Context: an optimization exercise on an open-source flow, tuned for small area. The choices shown serve that exercise and are no tape-out recipe. In this exercise RTL edits were held to simulation tests only and were not proved equivalent to the original. Power figures rest on the tool's default switching activity, not on a simulated workload.

## flow/design.v (module list and top-level ports; edited modules follow where they fit)
// module regfile: 25 lines
// module qar_gpio: 141 lines
// module qar_uart: 465 lines
// module qar_spi: 221 lines
// module qar_can: 177 lines
// module qar_timer: 240 lines
// module qar_i2c: 327 lines
// module qar_adc: 168 lines
// module qar_core: 520 lines
module qar_core #(
    parameter IMEM_DEPTH        = 64,
    parameter DMEM_DEPTH        = 256,
    parameter USE_INTERNAL_IMEM = 0,
    parameter USE_INTERNAL_DMEM = 0,
    parameter IMEM_DATA_WIDTH   = 32,
    parameter DMEM_DATA_WIDTH   = 32,
    parameter ICACHE_ENTRIES    = 0
) (
    input  wire        clk,
    input  wire        rst_n,
    output wire        imem_valid,
    output wire [31:0] imem_addr,
    input  wire        imem_ready,
    input  wire [IMEM_DATA_WIDTH-1:0] imem_rdata,
    output wire        mem_valid,
    output wire        mem_we,
    output wire [31:0] mem_addr,
    output wire [DMEM_DATA_WIDTH-1:0] mem_wdata,
    input  wire        mem_ready,
    input  wire [DMEM_DATA_WIDTH-1:0] mem_rdata,
    input  wire        irq_timer,
    input  wire        irq_external,
    output reg         irq_timer_ack,
    output reg         irq_external_ack,
    input  wire [31:0] gpio_in,
    output wire [31:0] gpio_out,
    output wire [31:0] gpio_dir,
    output wire        gpio_irq,
    output wire        uart_tx,
    input  wire        uart_rx,
    output wire        uart_de,
    output wire        uart_re,
    output wire        spi_sck,
    output wire        spi_mosi,
    input  wire        spi_miso,
    output wire [3:0]  spi_cs_n,
    output wire        i2c_scl,
    output wire        i2c_sda_out,
    input  wire        i2c_sda_in,
    output wire        i2c_sda_oe,
    input  wire [11:0] adc_ch0,
    input  wire [11:0] adc_ch1,
    input  wire [11:0] adc_ch2,
    input  wire [11:0] adc_ch3
);
  // ...
==> flow/flow/run.sh <==
#!/bin/bash
# Layout flow: the standard ORFS flow (standard.sh), with these changes:
#  1. synthesis maps the combinational logic with an area-oriented ABC script
#     (flow/area.abc) instead of ORFS's delay-oriented one. Everything else in
#     synthesis is the standard flow's own script, so the registers (names, count, cell
#     types) are exactly those of the standard synthesis: ABC only maps the
#     logic between them.
#  2. clock tree: clkbuf_16 buffers, sink clusters of at most 24 sinks within
#     100 um, no dummy loads (CTS_ARGS below).
#  3. (optional, OWN_PORT_BUFFER) the cell used for the port buffers.
# Every tool's output goes to the ORFS logs under orfs/logs/, and make's
# output to flow_make.log in this folder.
set -euo pipefail
W=$(pwd)

# ORFS synth.tcl, with the ABC call given our script
sed 's|^  log_cmd abc {\*}\$abc_args$|  lset abc_args 1 $::env(OWN_ABC_SCRIPT)\n  log_cmd abc {*}$abc_args|' \
    "$FLOW_HOME/scripts/synth.tcl" > "$W/own_synth_core.tcl"
grep -q 'OWN_ABC_SCRIPT' "$W/own_synth_core.tcl"
# The standard flow's synthesis wrapper, sourcing the synth.tcl above
sed "s|source \$::env(SCRIPTS_DIR)/synth.tcl|source $W/own_synth_core.tcl|" \
    "$W/synth_recipe.tcl" > "$W/own_synth.tcl"
grep -q 'own_synth_core' "$W/own_synth.tcl"

export OWN_ABC_SCRIPT="$W/flow/area.abc"
export CTS_ARGS="-sink_clustering_enable -repair_clock_nets -sink_clustering_size 24 -sink_clustering_max_diameter 100 -buf_list sky130_fd_sc_hd__clkbuf_16 -dont_use_dummy_load"

if [[ -f "$W/flow/port_buffer" ]]; then
    export BUFFER_PORTS_ARGS="-buffer_cell $(cat "$W/flow/port_buffer")"
fi

bash "$W/standard.sh" SYNTH_SCRIPT="$W/own_synth.tcl" finish > "$W/flow_make.log" 2>&1
==> flow/flow/area.abc <==
&get -n
&st
&dc2
&dch -f
&nf -R 1000 -a
&put
topo
stime -c
dnsize -c
==> flow/flow/port_buffer <==
sky130_fd_sc_hd__buf_1
==> flow/standard.sh <==
#!/bin/bash
# synth_recipe.tcl (not shown) runs the flow's synth.tcl, then flattens the netlist and writes it again
# the make line also repeats each setting of config.mk as NAME=value (left out here)
make -C /OpenROAD-flow-scripts/flow DESIGN_CONFIG=/design/flow/config.mk WORK_HOME=/design/flow/orfs CLKGATE_MAP_FILE= SYNTH_SCRIPT=/design/flow/synth_recipe.tcl "${@:-finish}"
==> flow/config.mk <==
export PLATFORM = sky130hd
export DESIGN_NAME = qar_core
export DESIGN_NICKNAME = qar_core
export VERILOG_FILES = /design/flow/design.v
export SDC_FILE = /design/flow/constraint.sdc
export NUM_CORES = 8
export LEC_CHECK = 0
export CAP_MARGIN = 35
export CORE_MARGIN = 2
export CORE_UTILIZATION = 52
export SETUP_SLACK_MARGIN = 0.1
export SLEW_MARGIN = 30
==> flow/constraint.sdc <==
create_clock -name core_clock -period 13.0 [get_ports {clk}]
set_input_delay 2.6000 -clock core_clock [delete_from_list [all_inputs] [get_ports {clk}]]
set_output_delay 2.6000 -clock core_clock [all_outputs]
set_load 0.01 [all_outputs]
==> out/qor.txt, run 1 <==
Synth Area in Adders = 0.0454
final slew viol count = 0
reg-to-reg critical path endpoint = rf_inst.regs[4][6]
predominant post-synthesis flop cell = edfxtp_1
Reg area = 146,000 um^2
vias in the first global route = 184,000
Reg with most FFs = rf_inst.regs
Final Hold Violating Endpoints = 0
Tcrit/Tclk final = 0.964
H-tree depth = 5
CTS buffer count = 266
main combinational cell family by area after synthesis = compound AO/OA/AOI/OAI gates
post-synthesis xor/xnor area fraction = 0.0243
status = no timing/DRC/antenna violations
CTS tree = done
clk tree area frac = 0.0252
R2R Path Start = ex_instr[4]
Inverters = 1,055
Post-CTS Setup Repair Bufs = 0
fraction of area in multi-input gates = 0.346
largest area contributor in the netlist = edfxtp_1
fin crit period = 12.54 ns
filler instances = 38,200
switching part of the total power = 0.439
final std cells w/o fill = 28,000
full die area = 467,000 um^2
Seq cells post-synth = 5,229
First-pass DRT Iterations = 15
fin worst setup slack = 0.464 ns
share of the synthesized area in the top cell type = 0.464
die width = 683 um
==> run 2, diff against run 1 <==
--- a/flow/flow/run.sh
+++ b/flow/flow/run.sh
@@ -5,7 +5,7 @@
 #     synthesis is the standard flow's own script, so the registers (names, count, cell
 #     types) are exactly those of the standard synthesis: ABC only maps the
 #     logic between them.
-#  2. clock tree: clkbuf_16 buffers, sink clusters of at most 24 sinks within
+#  2. clock tree: clkbuf_16 buffers, sink clusters of at most 20 sinks within
 #     100 um, no dummy loads (CTS_ARGS below).
 #  3. (optional, OWN_PORT_BUFFER) the cell used for the port buffers.
 # Every tool's output goes to the ORFS logs under orfs/logs/, and make's
@@ -23,7 +23,7 @@
 grep -q 'own_synth_core' "$W/own_synth.tcl"
 
 export OWN_ABC_SCRIPT="$W/flow/area.abc"
-export CTS_ARGS="-sink_clustering_enable -repair_clock_nets -sink_clustering_size 24 -sink_clustering_max_diameter 100 -buf_list sky130_fd_sc_hd__clkbuf_16 -dont_use_dummy_load"
+export CTS_ARGS="-sink_clustering_enable -repair_clock_nets -sink_clustering_size 20 -sink_clustering_max_diameter 100 -buf_list sky130_fd_sc_hd__clkbuf_16 -dont_use_dummy_load"
 
 if [[ -f "$W/flow/port_buffer" ]]; then
     export BUFFER_PORTS_ARGS="-buffer_cell $(cat "$W/flow/port_buffer")"
--- a/flow/config.mk
+++ b/flow/config.mk
@@ -8,5 +8,5 @@
 export CAP_MARGIN = 35
 export CORE_MARGIN = 2
 export CORE_UTILIZATION = 52
-export SETUP_SLACK_MARGIN = 0.1
+export SETUP_SLACK_MARGIN = 0.3
 export SLEW_MARGIN = 30
==> run 2 against run 1 <==
  * Still clean
  * Sequential power about the same
  * Fmax increased by 1.2%
  * Synthesized area unchanged
  * Register-to-register slack improved by 0.15 ns
  * Core utilization increased by 0.24 points
  * Global-route usage decreased by 0.26 points
  * Power increased by 1.1%
  * Critical path depth decreased by 1
  * Worst hold slack got worse by 0.027 ns
  * Cell count increased by 0.14%
  * Critical endpoint is now rf_inst.regs[13][0]
  * Largest cell class unchanged
  * Highest routed layer unchanged
==> out/qor.txt, run 2 <==
FMAX = 80.7 MHz
DRT met1 WL = 391 mm
row cnt = 249
Reg area = 146,000 um^2 (unchanged)
arrival time of the worst setup path = 13.05 ns
Final Util = 0.578
gpl congestion = 1.10
most common cell in the netlist = edfxtp_1
synthesized area = 240,000 um^2
Synth Warn # = 16
CTS buffer count = 306 (+15%)
Largest regs = rf_inst.regs (992), gpio_inst.debounce_counter (512)
final slew viol count = 0 (unchanged)
most frequent cells in the layout = 3,709 x edfxtp_1, 1,851 x nand2_1, 1,494 x a21oi_1
P_int = 29.3 mW
sequential area share after synthesis = 0.608
share of the synthesized area in the top cell type = 0.464 (unchanged)
largest area contributor in the netlist = edfxtp_1
core area = 460,000 um^2
Crit-path slowest cell = nor4_2
Detail Route Antenna Nets = 0
routed wire length = 1130 mm
top area cells in the synthesized netlist = edfxtp_1 46%, dfrtp_1 8.3%, dfxtp_1 5.9%, ha_1 3.8%, a222oi_1 3.2%
Post-Syn Instances = 20,300
RSZ-0062 raised after global routing = true
fraction of registers with async set/reset = 0.156
die width = 683 um (unchanged)
area of the multi-input gates = 91,700 um^2
NetSw = 22.5 mW
Die H = 683 um
max reg flops = 992
final std cells w/o fill = 28,000 (+0.14%)
Met3 Wirelength = 162 mm
First-pass DRT Iterations = 17 (+2)
synth-to-layout area growth = 10.7%
PwrDens = 195 nW/um^2
total grt overflow = 0
initial antenna violation count = 144
critical path class = flop to flop
CTS Hold Bufs = 0
initial core utilization = 0.522
critical-path maximum fanout = 15
Clk pwr share = 0.189
Worst Max-Slew Pin Slew = 1.21 ns
DR vias = 204,000
top-level I/O count = 331
Root Driver = clkbuf_16
fin crit period = 12.39 ns (-0.146 ns)
vias in the first global route = 184,000 (-0.066%)
full die area = 467,000 um^2 (unchanged)
highest routed layer = met5
Placed Cells = 27,500
leakage = 90.7 nW
clock latency (worst-skew pair) = 1.12 ns
number of enable flip-flop cells after synthesis = 3,709
Final Hold Violating Endpoints = 0 (unchanged)
filler instances = 38,300 (+0.19%)
Reg clk slew, reported paths = 0.09 ns
CTS max path bufs = 4
CP endpoint kind = flop
Routed WL per cell = 40.2 um
Synth top cells by count = 3,709 x edfxtp_1, 1,877 x nand2_1, 1,503 x a21oi_1, 1,379 x nor2_1, 1,276 x o21ai_0
Seq cells post-synth = 5,229 (unchanged)
Critical Path Source Type = flop
H-tree depth = 5 (unchanged)
Clock Skews = 0.197 ns
hold_ws = 0.337 ns
DP HPWL = 785 mm
commonest non-fill, non-tap cell in the layout = edfxtp_1
Reg with most FFs = rf_inst.regs
DR iter-0 viols = 40,100
largest net degree at the start of global routing = 164
met2 wire len = 458 mm
Synth cell types = 75
first-pass GRT wire length = 1520 mm
Critical Path Max Stage Delay = 0.96 ns
layout net count = 22,700
switching part of the total power = 0.435 (-0.00428)
Reg power frac = 0.422
syn avg cell area = 11.8 um^2
via/cell ratio = 7.28
status = no timing/DRC/antenna violations
Tot GR Track Use = 0.468
worst hold path class = flop to flop
port buffer count = 326
combinational power share = 0.389
Max Cap Viol = 0
Max VDD drop = 283 uV
layout cell share with drive strength beyond 1 = 0.0739
predominant post-synthesis flop cell = edfxtp_1
Worst Path Required = 13.66 ns
DRC Markers = 0
Clock Sinks = 5,229
slew margin rel. = 0.194
CTS tree = done
Tcrit/Tclk final = 0.953 (-0.0112)
# setup viols final = 0
Setup TNS = 0 ns
==> run 2: cell counts after synthesis <==
No cell type changed its count.
==> run 2: power groups by stage <==
| stage | Sequential (mW) | Combinational (mW) | Clock, mW |
|---|---|---|---|
| floorplan | 21.8 | 7.53 | 0 |
| global placement | 22.2 | 18.5 | 0 |
| detailed placement | 22.2 | 18.7 | 0 |
| CTS | 21.8 | 18.7 | 9.75 |
| global route | 21.9 | 19.9 | 10.3 |
| finish | 21.9 | 20.2 | 9.78 |
==> run 2: path summary, 6_finish.rpt <==
kind	slack, ns	endpoint	depth (start not counted)	start
max in group asynchronous	8.10	adc0.result_value[9]	5	rst_n
min	0.34	id_instr[18]	0	if_instr[18]
min reg2reg	0.34	id_instr[18]	0	if_instr[18]
max reg2reg	0.61	rf_inst.regs[13][0]	41	ex_instr[4]
max	0.61	rf_inst.regs[13][0]	41	ex_instr[4]
min in group asynchronous	1.68	timer0.pwm0_out	1	rst_n
==> run 2: metal layers <==
| metal | up-vias | global-route usage |
|---|---|---|
| met3 | 4289 | 0.165 |
| met4 | 90 | 0.372 |
| met1 | 99500 | 0.588 |
| li1 | 82900 | - |
| met2 | 17100 | 0.655 |
| met5 | - | 0.00418 |
==> run 2: critical path: cells and delay by family (launching register included) <==
family / cells / cell delay (ns)
flip-flops: 1 / 0.58
buffers and inverters: 5 / 1.10
AND/OR/NAND/NOR: 19 / 5.81
adder cells (fa/ha/maj): 2 / 0.52
AO/OA/AOI/OAI: 14 / 3.72
multiplexers: 1 / 0.25
==> run 2: cell type report <==
class	instances	area share
well taps	6149	0.0290
repair buffers	1180	0.0318
inverters	1055	0.0150
clock buffers	306	0.0288
multi-input cells	14000	0.345
flip-flops and latches	5229	0.549
diodes	113	0.00106
==> run 2: cell families after synthesis <==
| family | Yosys count | share of synthesized area |
|---|---|---|
| AOI/OAI and AO/OA | 6070 | 0.170 |
| xor gates and xnor gates | 666 | 0.0243 |
| adders and majority gates | 838 | 0.0454 |
| buffers and inverters | 1091 | 0.0176 |
| DFF | 5229 | 0.608 |
| muxes | 225 | 0.0123 |
| other | 1 | 0.0000156 |
| and+or+nand+nor | 6158 | 0.122 |
==> run 2: timing repair <==
item / CTS / global route
setup buffers: 0 / 17
endpoints found under the setup margin: 0 / 108
gates resized for setup: 0 / 1
==> run 2: through the flow <==
| stage | area (um^2) | power, mW | setup WS (ns) |
|---|---|---|---|
| 6_report | 266000 | 51.8 | 0.610 |
| 3_5_place_dp | 257000 | 40.9 | 0.638 |
| 5_1_grt | 265000 | 52.1 | 0.199 |
| 3_3_place_gp | 256000 | 40.7 | 0.528 |
| 2_1_floorplan | 240000 | 29.4 | 0.340 |
| 4_1_cts | 265000 | 50.3 | 0.569 |

## what the ideal ports hide
The results above use ideal ports. As a check the final layouts listed here were re-extracted and re-timed, cells and wires unchanged.
Step 1: set_driving_cell puts a clkbuf_16 on clk and a buf_2 on each other input, an assumption about the parent block.
Step 2, shift: input delay + t, output delay - t, t = (earliest + latest rising clock arrival at the registers) / 2. This alone moves slack from input paths to output paths.
Three values: ideal ports, drivers, drivers and shift; two values: the first two.
| run | t (ns) | slack for setup (ns) | worst hold slack (ns) |
|---|---|---|---|
| run 1 | 1.107 | 0.464 / 0.464 / 0.464 | 0.364 / 0.364 / 0.364 |
| run 2 | 1.153 | 0.610 / 0.610 / 0.610 | 0.337 / 0.337 / 0.337 |
After both steps every run listed still meets setup and hold.
